What follows belongs to an exercise in optimizing a design on an open flow for a short achievable clock period and few clock cycles; a production flow would make more cautious choices. Function was checked by simulation only, so behaviour that the tests miss may differ from the original. No activity file was given, so power comes from the tool's default toggle rates.

Design myCPU, start of the top module:
module myCPU (
    input  wire         cpu_rst,
    input  wire         cpu_clk,
    output wire [13:0]  inst_addr,
    input  wire [31:0]  inst,
    output wire [31:0]  Bus_addr,
    input  wire [31:0]  Bus_rdata,
    output wire         Bus_wen,
    output wire [31:0]  Bus_wdata
);
Size in the first run: ~7900 cells after synthesis, about 2300 flip-flops, about 110000 um^2 of cells after synthesis.
==> flow/config.mk <==
export PLATFORM = sky130hd
export DESIGN_NAME = myCPU
export DESIGN_NICKNAME = myCPU
export VERILOG_FILES = /design/flow/design.v
export SDC_FILE = /design/flow/constraint.sdc
export NUM_CORES = 4
export LEC_CHECK = 0
export ABC_CLOCK_PERIOD_IN_PS = 3000
export CAP_MARGIN = 20
export CORE_MARGIN = 2
export CORE_UTILIZATION = 40
export SLEW_MARGIN = 20
export SETUP_SLACK_MARGIN = 6.0
==> flow/constraint.sdc <==
create_clock -name core_clock -period 8.5 [get_ports {cpu_clk}]
set_input_delay 1.7000 -clock core_clock [delete_from_list [all_inputs] [get_ports {cpu_clk}]]
set_output_delay 1.7000 -clock core_clock [all_outputs]
set_load 0.01 [all_outputs]
standard.sh (not shown) runs the stock make flow with config.mk's settings and CLKGATE_MAP_FILE= SYNTH_SCRIPT=/design/flow/synth_recipe.tcl, a recipe that flattens the netlist after the stock synthesis.
==> flow/flow/run.sh <==
#!/bin/bash
set -euo pipefail
echo "export SETUP_SLACK_MARGIN = 6.0" >> config.mk
bash standard.sh finish > standard_flow.log 2>&1
Testbench counts at the start, summed over its fixed seeds: cycles 205,280.
Next try:
--- a/flow/design.v
+++ b/flow/design.v
@@ -81,15 +81,15 @@
 localparam OP_LUI  = 7'b0110111;
 localparam OP_JAL  = 7'b1101111;
 localparam OP_JALR = 7'b1100111;
 wire clk = cpu_clk;
 wire rst = cpu_rst;
 reg  [31:0] pc_f;
 reg  [15:0] bv;
-reg  [7:0]  btag [0:15];
+reg  [5:0]  btag [0:15];
 reg  [13:0] btgt [0:15];
 reg  [5:0]  bcnt  [0:15];
 reg  [5:0]  btrip [0:15];
 reg  [15:0] bconf, bexit;
 reg         ID_valid;
 reg  [31:0] ID_inst;
 reg  [31:0] ID_pc;
@@ -110,33 +110,34 @@
 reg         EX_zadd;
 reg  [31:0] EX_nimm;
 reg  [31:0] EX_pnext, EX_chk, EX_tgt, EX_pc4, EX_pc;
 reg         mis_r;
 reg  [31:0] tgt_a, tgt_n;
 reg         tgt_s;
 reg  [13:0] pc_o;
+reg  [9:0]  pc_bn;
 reg  [31:0] MEM_res, MEM_sd;
 reg         MEM_we, MEM_wen, MEM_ld, MEM_ctrl, MEM_taken, MEM_tagm, MEM_back, MEM_link;
 reg  [4:0]  MEM_rd;
 reg  [31:0] MEM_pc;
 reg  [13:0] MEM_tgt;
 reg  [5:0]  MEM_cnt1, MEM_cnt0;
 reg  [5:0]  EX_bcnt, EX_btrip;
 reg         EX_bconf;
 reg         MEM_ext, MEM_cnf;
 reg  [31:0] WB_val;
 reg         WB_wen;
 reg  [4:0]  WB_rd;
 reg  [31:0] rf [1:31];
-wire [3:0]  bidx     = pc_f[5:2];
+wire [3:0]  bidx     = ~pc_bn[3:0];
 wire [15:0] bm;
 genvar bi;
 generate
   for (bi = 0; bi < 16; bi = bi + 1) begin : btbm
-    assign bm[bi] = bv[bi] & (btag[bi] == pc_f[13:6]);
+    assign bm[bi] = bv[bi] & (btag[bi] == ~pc_bn[9:4]);
   end
 endgenerate
 wire        btb_any  = bm[bidx];
 wire        btb_ex   = bexit[bidx];
 wire [31:0] pc_f4    = pc_f + 32'd4;
 assign inst_addr = pc_o;
 wire        fs = inst[31];
@@ -265,23 +266,25 @@
 wire sel_p = ~redirect & ~stall & ~redir_id;
 wire [13:0] pc_o_d = ({14{sel_r}} & tgt_r[15:2]) | ({14{sel_s}} & pc_o)
                    | ({14{sel_i}} & rd_tgt[15:2]) | ({14{sel_p}} & pred_lo);
 always @(posedge clk or posedge rst) begin
   if (rst) begin
     pc_f     <= 32'd0;
     pc_o     <= 14'h0;
+    pc_bn    <= 10'h3ff;
     ID_valid <= 1'b0;
     EX_valid <= 1'b0;
     EX_wen <= 1'b0; EX_ld <= 1'b0; EX_st <= 1'b0; EX_br <= 1'b0; EX_jal <= 1'b0; EX_jalr <= 1'b0; EX_back <= 1'b0;
     mis_r <= 1'b0;
     MEM_we <= 1'b0; MEM_wen <= 1'b0; MEM_ld <= 1'b0; MEM_ctrl <= 1'b0;
     WB_wen <= 1'b0;
   end else begin
     pc_f  <= pc_nxt;
     pc_o  <= pc_o_d;
+    pc_bn <= ~pc_nxt[11:2];
     if (redirect | redir_id) ID_valid <= 1'b0;
     else if (!stall)      ID_valid <= 1'b1;
     if (stall | ~ID_live) begin
       EX_valid <= 1'b0;
       EX_wen <= 1'b0; EX_ld <= 1'b0; EX_st <= 1'b0; EX_br <= 1'b0; EX_jal <= 1'b0; EX_jalr <= 1'b0; EX_back <= 1'b0;
     end else begin
       EX_valid <= 1'b1;
@@ -306,15 +309,15 @@
   else if (MEM_ctrl) begin
     if (MEM_taken)                bv[MEM_pc[5:2]] <= 1'b1;
     else if (MEM_tagm & ~MEM_back) bv[MEM_pc[5:2]] <= 1'b0;
   end
 end
 always @(posedge clk) begin
   if (MEM_ctrl & MEM_taken) begin
-    btag[MEM_pc[5:2]] <= MEM_pc[13:6];
+    btag[MEM_pc[5:2]] <= MEM_pc[11:6];
     btgt[MEM_pc[5:2]] <= MEM_tgt;
   end
   if (MEM_ctrl) begin
     if (MEM_taken) begin
       if (MEM_tagm) begin
         bcnt[MEM_pc[5:2]]  <= MEM_cnt1;
         bexit[MEM_pc[5:2]] <= MEM_ext;
@@ -371,15 +374,15 @@
   tgt_a <= EX_jalr ? sum : EX_tgt;
   tgt_n <= EX_pc4;
   tgt_s <= EX_jalr | taken;
   MEM_res   <= ex_res;
   MEM_sd    <= EX_sfwd ? mem_fwd : EX_S;
   MEM_rd    <= EX_rd;
   MEM_taken <= taken | EX_jalr;
-  MEM_tagm  <= bv[EX_pc[5:2]] & (btag[EX_pc[5:2]] == EX_pc[13:6]);
+  MEM_tagm  <= bv[EX_pc[5:2]] & (btag[EX_pc[5:2]] == EX_pc[11:6]);
   MEM_back  <= EX_back;
   MEM_cnt0  <= EX_bcnt;
   MEM_cnt1  <= (EX_bcnt == 6'd63) ? 6'd63 : EX_bcnt + 6'd1;
   MEM_ext   <= EX_bconf & (EX_bcnt + 6'd1 == EX_btrip);
   MEM_cnf   <= (EX_bcnt != 6'd63);
   MEM_link  <= EX_sel_link;
   MEM_pc    <= EX_pc;
Outcome: The changed run went through all stages and came out clean. Wire length is about the same. Synthesized cell count barely changes. Utilization shrinks by 0.12 points. Non-clock buffer count shrinks by 13. Area after synthesis shrinks slightly.
Testbench counts after the change, summed over its fixed seeds: cycles 205,280.

---

Starting RTL as in the previous note.
Settings: LEC_CHECK=0, ABC_CLOCK_PERIOD_IN_PS=3000, CAP_MARGIN=20, CORE_MARGIN=2, CORE_UTILIZATION=40, SETUP_SLACK_MARGIN=5.0, SLEW_MARGIN=20; clock period 8.5 ns.
run.sh (not shown) runs the stock make flow with config.mk's settings and CLKGATE_MAP_FILE= SYNTH_SCRIPT=/design/flow/synth_recipe.tcl, a recipe that flattens the netlist after the stock synthesis.
Stock flow here: none of the scripts above is used.
The first run ran to the end with no violations.
Testbench counts at the start, summed over its fixed seeds: cycles 205,280.
Change:
--- a/flow/design.v
+++ b/flow/design.v
@@ -104,14 +104,12 @@
 reg         EX_sub, EX_arith;
 reg         EX_sel_add, EX_sel_and, EX_sel_or, EX_sel_xor, EX_sel_sll, EX_sel_sr, EX_sel_link;
 reg  [4:0]  EX_rd;
 reg         EX_wen, EX_ld, EX_st, EX_br, EX_jal, EX_jalr, EX_back;
 reg  [2:0]  EX_f3;
 reg         EX_pnpc4;
-reg         EX_zadd;
-reg  [31:0] EX_nimm;
 reg  [31:0] EX_pnext, EX_chk, EX_tgt, EX_pc4, EX_pc;
 reg         mis_r;
 reg  [31:0] tgt_a, tgt_n;
 reg         tgt_s;
 reg  [13:0] pc_o;
 reg  [31:0] MEM_res, MEM_sd;
@@ -184,14 +182,12 @@
 ksadd #(32) u_tgtj (.a(ID_pc), .b(imm_j), .ci(1'b0), .s(id_tgtj), .sn(id_tgtjn));
 ksadd #(32) u_tgtb (.a(ID_pc), .b(imm_b), .ci(1'b0), .s(id_tgtb), .sn(id_tgtbn));
 wire [31:0] id_tgt = is_jal ? id_tgtj : id_tgtb;
 wire [31:0] id_chk, id_chkn;
 ksadd #(32) u_chk (.a(ID_pnext), .b(~imm_i), .ci(1'b1), .s(id_chk), .sn(id_chkn));
 wire sub_id = is_br | (is_r & (f3 == 3'b000) & ID_inst[30]);
-wire [31:0] id_nimm, id_nimmn;
-ksadd #(32) u_nimm (.a(32'd0), .b(~imm), .ci(1'b1), .s(id_nimm), .sn(id_nimmn));
 wire [31:0] mem_fwd = MEM_ld ? Bus_rdata : MEM_res;
 wire [31:0] tgt_r = tgt_s ? tgt_a : tgt_n;
 wire m2       = ID_valid & (tgt_s ? (ID_pc == tgt_a) : (ID_pc == tgt_n));
 wire m3       = tgt_s ? (pc_f == tgt_a) : (pc_f == tgt_n);
 wire kill_id  = mis_r & ~m2;
 wire redirect = mis_r & ~m2 & ~m3;
@@ -210,16 +206,14 @@
 wire lk_mem = ~h1_ex & h1_mem & MEM_link;
 wire [31:0] lk_val = lk_ex ? EX_pc4 : MEM_res;
 wire [31:0] jr_tgt = lk_ex ? {EX_pc4[31:16], ID_jr1} : {MEM_res[31:16], ID_jr2};
 wire jr_ok    = is_jalr & ((lk_ex & ID_jr1x) | (lk_mem & ID_jr2x));
 wire st_taken = jr_ok;
 wire id_rd    = ~ID_pred & st_taken;
-wire eqz      = (EX_A == EX_nimm);
-wire id_nt    = ID_pred & is_br & ~f3[2] & (rs2 == 5'd0) & h1_ex & EX_zadd & (f3[0] ? eqz : ~eqz);
-wire redir_id = ID_live & (id_rd | id_nt) & ~stall;
-wire [31:0] rd_tgt = id_nt ? ID_pc4 : jr_tgt;
+wire redir_id = ID_live & id_rd & ~stall;
+wire [31:0] rd_tgt = jr_tgt;
 wire [31:0] sum, sumn;
 ksadd #(32) u_alu (.a(EX_A), .b(EX_Bx), .ci(EX_sub), .s(sum), .sn(sumn));
 wire        eq  = &(EX_A ^ EX_Bx);
 wire        lt;
 slt32 u_lt (.a(EX_A), .b(~EX_Bx), .lt(lt));
 wire        cond = EX_f3[2] ? (lt ^ EX_f3[0]) : (eq ^ EX_f3[0]);
@@ -354,16 +348,14 @@
   EX_sel_xor <= (is_r | is_i) & (f3 == 3'b100);
   EX_sel_sll <= (is_r | is_i) & (f3 == 3'b001);
   EX_sel_sr  <= (is_r | is_i) & (f3 == 3'b101);
   EX_sel_link <= is_jal | is_jalr;
   EX_rd      <= rd;
   EX_f3      <= f3;
-  EX_pnext   <= id_rd ? jr_tgt : id_nt ? ID_pc4 : ID_pnext;
-  EX_pnpc4   <= id_nt | (~id_rd & (ID_pnext == ID_pc4));
-  EX_zadd    <= (is_i & (f3 == 3'b000)) | is_lui;
-  EX_nimm    <= id_nimm;
+  EX_pnext   <= id_rd ? rd_tgt : ID_pnext;
+  EX_pnpc4   <= ~id_rd & (ID_pnext == ID_pc4);
   EX_chk     <= (id_rd & is_jalr) ? lk_val : id_chk;
   EX_tgt     <= id_tgt;
   EX_pc4     <= ID_pc4;
   EX_pc      <= ID_pc;
   EX_bcnt    <= bcnt[ID_pc[5:2]];
   EX_btrip   <= btrip[ID_pc[5:2]];
The changed run finished with timing, DRC and antenna clean.
Routed wire length came out lower by a few percent.
Worst setup slack improved by 0.0098 ns.
Cell area came out lower by a few percent.
Clock power came out lower by a few percent.
Critical path depth came out lower by 3.
Testbench counts after the change, summed over its fixed seeds: cycles 208,666.

==> re-timing with driven ports <==
In the flow no input, the clock included, has a driving cell. The finished layouts below were timed again as built, in two steps.
Step 1, drivers: a clkbuf_16 drives cpu_clk and a buf_2 each remaining input, both assumed.
Step 2 moves the port delays by t, midway between the first and last clock arrival at a register: inputs arrive t later, outputs are due t later. That takes back most of the time a late clock gives input paths.
Slacks: no drivers / after step 1 / after step 2; pairs: no drivers / after step 1.
run | shift t [ns] | setup WS [ns] | hold slack, ns
the first run of note 1 | 0.998 | 4.968 / 4.968 / 4.180 | 0.364 / 0.364 / 0.364
the second run of note 1 | 0.950 | 4.868 / 4.868 / 4.227 | 0.344 / 0.344 / 0.344
the first run of note 2 | 0.986 | 4.905 / 4.905 / 4.107 | 0.341 / 0.341 / 0.341
the second run of note 2 | 0.967 | 4.915 / 4.915 / 3.980 | 0.378 / 0.378 / 0.378
After both steps setup and hold are still met in every run listed. The setup slack of the second run of note 2, which loses most, moves by 0.000 ns with the drivers and by -0.935 ns with both steps.
